Context: an optimization exercise on an open-source flow, tuned for small area, a short achievable clock period and few clock cycles per item. The choices shown serve that exercise and are no tape-out recipe. Function was checked by simulation only, so behaviour that the tests miss may differ from the original. Power figures rest on the tool's default switching activity, not on a simulated workload.

--- design/flow/run.sh ---
#!/bin/bash
# synth_recipe.tcl (not shown) runs the flow's synth.tcl, then flattens the netlist and writes it again
# the make line also repeats each setting of config.mk as NAME=value (left out here)
make -C /OpenROAD-flow-scripts/flow DESIGN_CONFIG=/design/flow/config.mk WORK_HOME=/design/flow/orfs CLKGATE_MAP_FILE= SYNTH_SCRIPT=/design/flow/synth_recipe.tcl finish
--- design/flow/config.mk ---
export PLATFORM = sky130hd
export DESIGN_NAME = JAM
export DESIGN_NICKNAME = JAM
export VERILOG_FILES = /design/flow/design.v
export SDC_FILE = /design/flow/constraint.sdc
export NUM_CORES = 4
export LEC_CHECK = 0
export CAP_MARGIN = 20
export CORE_MARGIN = 2
export CORE_UTILIZATION = 40
export SLEW_MARGIN = 20
--- design/flow/constraint.sdc ---
create_clock -name core_clock -period 4.0 [get_ports {CLK}]
set_input_delay 0.8000 -clock core_clock [delete_from_list [all_inputs] [get_ports {CLK}]]
set_output_delay 0.8000 -clock core_clock [all_outputs]
set_load 0.01 [all_outputs]
--- design/flow/design.v ---
module JAM (
    input CLK,
    input RST,
    output reg [2:0] W,
    output reg [2:0] J,
    input [6:0] Cost,
    output reg [3:0] MatchCount,
    output reg [9:0] MinCost,
    output reg Valid );
reg [2:0]order[0:7];
reg [2:0]cs, ns;
reg [9:0]temp_min_cost;
reg [2:0]change_point;
reg [2:0]change_num;
reg [2:0]change_min_pointer;
reg [2:0]change_min_point;
reg [2:0]change_min_num;
reg [15:0]counter;
integer i;
parameter IDLE = 3'd0,
          GET_DATA = 3'd1,
          COMPARE = 3'd2,
          CHANGE = 3'd3,
          INVERSE = 3'd4;
always@(posedge CLK or posedge RST)begin
  if(RST)begin
    cs <= IDLE;
  end
  else begin
    cs <= ns;
  end
end
always@(*)begin
  case(cs)
    IDLE: ns = GET_DATA;
    GET_DATA: begin
      if(W < 3'd7)begin
        ns = GET_DATA;
      end
      else begin
        ns = COMPARE;
      end
    end
    COMPARE: begin
      if(change_min_pointer == 3'd7)begin
        ns = CHANGE;
      end
      else begin
        ns = COMPARE;
      end
    end
    CHANGE: ns = INVERSE;
    INVERSE: ns = GET_DATA;
    default: ns = IDLE;
  endcase
end
always@(posedge CLK or posedge RST)begin
  if(RST)begin
    for(i=0;i<8;i=i+1)begin
      order[i] <= i;
    end
  end
  else if(cs == CHANGE)begin
    order[change_point] <= change_min_num;
    order[change_min_point] <= change_num;
  end
  else if(cs == INVERSE)begin
    case(change_point)
      3'd5: begin
        order[6] <= order[7];
        order[7] <= order[6];
      end
      3'd4: begin
        order[5] <= order[7];
        order[7] <= order[5];
      end
      3'd3: begin
        order[4] <= order[7];
        order[7] <= order[4];
        order[5] <= order[6];
        order[6] <= order[5];
      end
      3'd2: begin
        order[3] <= order[7];
        order[7] <= order[3];
        order[4] <= order[6];
        order[6] <= order[4];
      end
      3'd1 :begin
        order[2] <= order[7];
        order[7] <= order[2];
        order[3] <= order[6];
        order[6] <= order[3];
        order[5] <= order[4];
        order[4] <= order[5];
      end
      3'd0: begin
        order[1] <= order[7];
        order[7] <= order[1];
        order[2] <= order[6];
        order[6] <= order[2];
        order[5] <= order[3];
        order[3] <= order[5];
      end
    endcase
  end
end
always@(posedge CLK or posedge RST)begin
  if(RST)begin
    W <= 3'd0;
  end
  else if(cs == GET_DATA)begin
    W <= W + 3'd1;
  end
end
always@(*)begin
  J = order[W];
end
always@(posedge CLK or posedge RST)begin
  if(RST)begin
    temp_min_cost <= 10'd0; 
  end
  else if(cs == GET_DATA)begin
    temp_min_cost <= temp_min_cost + {3'd0, Cost}; 
  end
  else if(cs == INVERSE)begin
    temp_min_cost <= 10'd0;
  end
end
always@(posedge CLK or posedge RST)begin
  if(RST)begin
    MatchCount <= 4'd0;
  end
  else if(cs == CHANGE && temp_min_cost < MinCost)begin
    MatchCount <= 4'd1;
  end
  else if(cs == CHANGE && temp_min_cost == MinCost)begin
    MatchCount <= MatchCount + 4'd1;
  end
end
always@(posedge CLK or posedge RST)begin
  if(RST)begin
    counter <= 16'd0;
  end
  else if(cs == INVERSE) begin
    counter <= counter + 16'd1;
  end
end
always@(posedge CLK or posedge RST)begin
  if(RST)begin
    MinCost <= 10'd1023; 
  end
  else if(cs == CHANGE && temp_min_cost < MinCost)begin
    MinCost <= temp_min_cost;
  end
end
always@(posedge CLK or posedge RST)begin
  if(RST)begin
    change_point <= 3'd0;
  end
  else if(cs == GET_DATA && W <= 3'd6 && order[W] < order[W+1])begin
    change_point <= W; 
  end
end
always@(posedge CLK or posedge RST)begin
  if(RST)begin
    change_num <= 3'd0;
    change_min_pointer <= 3'd0; 
  end	
  else if(W == 3'd7)begin
    change_num <= order[change_point];
    change_min_pointer <= change_point + 3'd1;
  end
  else if(cs == COMPARE && change_min_pointer < 3'd7)begin				
    change_min_pointer <= change_min_pointer + 3'd1;
  end
  else if(cs == INVERSE)begin
    change_min_pointer <= 3'd0;
  end
end
always@(posedge CLK or posedge RST)begin
  if(RST)begin
    change_min_point <= 3'd0;
    change_min_num <= 3'd7;
  end
  else if(cs == COMPARE && order[change_min_pointer] > change_num && order[change_min_pointer] <= change_min_num)begin
    change_min_point <= change_min_pointer;
    change_min_num <= order[change_min_pointer]; 
  end
  else if(cs == INVERSE)begin
    change_min_num <= 3'd7;
  end
end
always@(*)begin
  if(counter == 16'd40320)begin
    Valid = 1'b1;
  end
  else begin
    Valid = 1'b0;
  end
end
endmodule
==> impl_metrics.json <==
{
  "slowest_delay_ns": 0.63,
  "cp.required_ns": 3.20,
  "clock_latency_ns": 0.35,
  "grt_use_met3_pct": 5.18,
  "finalHoldViolCount": 0,
  "crit_buf_inv": 1,
  "finalSetupTns_ns": 0,
  "syn-cell-area_um2": 6150,
  "viasPerCell": 6.25,
  "final_nets": 732,
  "arrival_ns": 2.80,
  "postRouteAntennaNets": 0,
  "ys_types": 58,
  "grt_max_degree": 39,
  "ys_ff_latch": 85,
  "rsz0062_at_grt": "false",
  "final_cell_mix": "60 x dfrtp_1, 57 x a21oi_1, 48 x nor2_1, 48 x nand2_1, 46 x ha_1",
  "wirelength_um": 18200,
  "ys_seq_area_share_pct": 35.1,
  "ctsResizeCount": 0,
  "row_count": 45,
  "cts_root_buffer": "clkbuf_16",
  "grt_overflow_total": 0,
  "synthCells": 676,
  "firstDrtPassIters": 6,
  "place_congestion": 0.917,
  "p_comb_share_pct": 25.7,
  "dp_hpwl_um": 12500,
  "synth_top_area_share_pct": 24.4,
  "vdd_drop_max_mv": 0.265,
  "maxCapViolCount": 0,
  "synth_area_per_cell_um2": 9.10,
  "synthFlopType": "dfrtp_1",
  "regArea_um2": 2160,
  "yosysTopAreaCell": "dfrtp_1",
  "grtUsageMet1_pct": 30.3,
  "core_um2": 15100,
  "die_h_um": 128,
  "p_sw_uw": 801,
  "grt_pass1_wl_um": 29000,
  "grt_antenna_before_repair": 0,
  "dp_slack_ns": 0.618,
  "htreeDepth": 3,
  "crit_path_end_kind": "output port",
  "multiInputGateArea_um2": 3670,
  "min_path_type": "reg2reg",
  "p_leak_nw": 2.97,
  "worst_pin_slew_ns": 0.942,
  "crit_fanout": 16,
  "synthesis.nets": 732,
  "pwr-share-seq_pct": 41.6,
  "path_delay_family": "flip-flops",
  "setup_violations": 0,
  "max_freq_mhz": 278,
  "synth_edf_count": 0,
  "layout_commonest_cell": "dfrtp_1",
  "finalClockSkew_ns": 0.00719,
  "slew_viol_final": 0,
  "diodes": 0,
  "synth_area_leaders": "dfrtp_1 24%, dfstp_2 11%, ha_1 9.4%",
  "maxSlewHeadroom_pct": 37.2,
  "post_cts_buffers": 0,
  "p_per_area_nw_per_um2": 384,
  "route.detailed.drc": 0,
  "instances_no_fill": 869,
  "fillCellCount": 1451,
  "use_met2_pct": 35.5,
  "swShare_pct": 30.4,
  "ys.warnings.count": 2,
  "io_buffer_count": 29,
  "drtIter0Drc": 511,
  "grt_pass1_vias": 5291,
  "layout_worst_path_cycle_share_pct": 90.0,
  "path_clk_slew_ns": 0.07,
  "start_util_pct": 40.8,
  "postSynth.asyncResetShare_pct": 100,
  "pwr-share-clk_pct": 32.7,
  "dr_total_vias": 5428,
  "fin_area_um2": 6850,
  "cts.path.max_buffers": 2,
  "path_class": "reg2out",
  "slowest_stage": "dfrtp_1",
  "crit_chain": "ha_1, a21oi_1, nand2_1, a2bb2oi_1, clkdlybuf4s50_1",
  "dpl_cell_area_um2": 6560,
  "dp.cells": 853,
  "die-area_um2": 16400,
  "utilization_pct": 45.4,
  "numCtsBuffers": 9,
  "status": "timing/DRC/antenna clean",
  "fp.dieW_um": 128,
  "area_growth_pct": 11.4,
  "cts_hold_buf": 0,
  "top_usage_layer": "met2",
  "setup_slack_ns": 0.401,
  "p_int_mw": 1.83,
  "cts.sinks": 85,
  "routedWlPerCell_um": 21.0,
  "drive_gt1_share_pct": 14.5,
  "start_kind": "register",
  "io_pins": 30,
  "fin_crit_ns": 3.60,
  "grt.total_usage_pct": 23.1,
  "tritoncts": "built"
}
-- through the flow --
| stage | hold WS, ns | total power, mW |
|---|---|---|
| after global routing | 0.498 | 2.82 |
| after global placement | 0.463 | 1.77 |
| after detailed placement | 0.481 | 1.79 |
| after CTS | 0.494 | 2.67 |
| after floorplan | 0.441 | 1.56 |
| final | 0.486 | 2.63 |
-- power by group through the flow --
| stage | clock, mW | sequential, mW | combinational (mW) |
|---|---|---|---|
| after floorplan | 0 | 1.11 | 0.448 |
| after global placement | 0 | 1.11 | 0.661 |
| after detailed placement | 0 | 1.11 | 0.678 |
| after CTS | 0.886 | 1.10 | 0.681 |
| after global routing | 0.932 | 1.12 | 0.776 |
| final | 0.861 | 1.10 | 0.677 |
-- logic make-up (layout without fill, tap and decap cells) --
group                    Yosys count  in the layout  synth area share, %
AO/OA/AOI/OAI                    214            214                 23.8
XOR/XNOR                          23             23                 3.27
adder cells (fa/ha/maj)           47             47                 9.68
buffers and inverters             85             90                 5.27
flip-flops                        85             85                 35.1
multiplexers                      51             51                 9.03
AND/OR/NAND/NOR                  171            171                 13.9
-- layout make-up --
class / instances / share of cell area, %
Clock buffer: 9 / 3.29
Timing Repair Buffer: 37 / 5.11
Clock inverter: 7 / 1.08
Sequential cell: 85 / 31.5
Inverter: 37 / 2.04
Multi-Input combinational cell: 506 / 53.6
Tap cell: 188 / 3.43
-- state kept, by name, indices dropped and copies added, names as in the netlist --
name,count
order,24
counter,16
MinCost,10
temp_min_cost,10
MatchCount,4
W,3
change_min_num,3
change_min_point,3
change_min_pointer,3
change_num,3
change_point,3
cs,3
-- worst reg2reg max path: cells and delay by family (launching register included) --
kind | cells | cell delay (ns)
AO/OA/AOI/OAI | 6 | 1.54
flip-flops | 1 | 0.48
adder cells (fa/ha/maj) | 2 | 0.61
AND/OR/NAND/NOR | 1 | 0.14
buffers and inverters | 1 | 0.12
multiplexers | 1 | 0.41
-- Yosys cell counts (all sizes together), types with 7 or more instances --
cell and count:
nor2b 9, nand3 11, dfrtp 60, nand4 10, a211oi 11, nor2 48, o21ai 37, dfstp 25
nand2b 7, a22oi 18, mux2 36, a22o 14, nor3 10, ha 46, o211ai 9, a221oi 12
nand3b 7, nand2 48, xor2 9, a222oi 13, a21oi 57, inv 35, clkbuf 43, mux2i 15
xnor2 14
-- per-layer routing --
layer | vias up | wire length [um]
met5 | - | 0
met4 | 0 | 920
met3 | 72 | 1410
met2 | 244 | 8090
met1 | 2600 | 7820
li1 | 2512 | -
-- worst paths after layout --
path	cells after the start	slack (ns)	endpoint	from
worst min register to register	1	0.49	counter[12]$_DFFE_PP0P_	counter[12]$_DFFE_PP0P_
max in group asynchronous	3	2.50	MinCost[2]$_DFFE_PP1P_	RST
min in group asynchronous	2	0.71	counter[13]$_DFFE_PP0P_	RST
worst min-delay path	1	0.49	counter[12]$_DFFE_PP0P_	counter[12]$_DFFE_PP0P_
worst max register to register	11	0.59	change_min_point[0]$_DFFE_PP0P_	change_min_pointer[1]$_DFFE_PP0P_
worst max-delay path	5	0.40	J[0]	W[2]$_DFFE_PP0P_
Testbench counts, summed over its fixed seeds: cycles 8,504,568, tables 18.

[what the ideal ports hide]
The results above use ideal ports. As a check the final layout listed here was re-extracted and re-timed, cells and wires unchanged.
Step 1, drivers: a clkbuf_16 drives CLK and a buf_2 each remaining input, both assumed.
Step 2 also shifts input and output timing later by t, the mid clock arrival at the registers, as if the neighbouring blocks saw the same clock.
Slacks: no drivers / after step 1 / after step 2; pairs: no drivers / after step 1.
shift t [ns]: 0.386
setup WS [ns]: 0.401 / 0.361 / 0.586
latest minus earliest clock arrival (ns): 0.007 / 0.007
slew at the worst register clock pin (ns): 0.07 / 0.07
worst data-port slew with drivers (ns): 0.03
After both steps setup and hold are still met in this run. For this run, drivers alone change the setup slack by -0.040 ns; drivers and shift together by +0.185 ns.
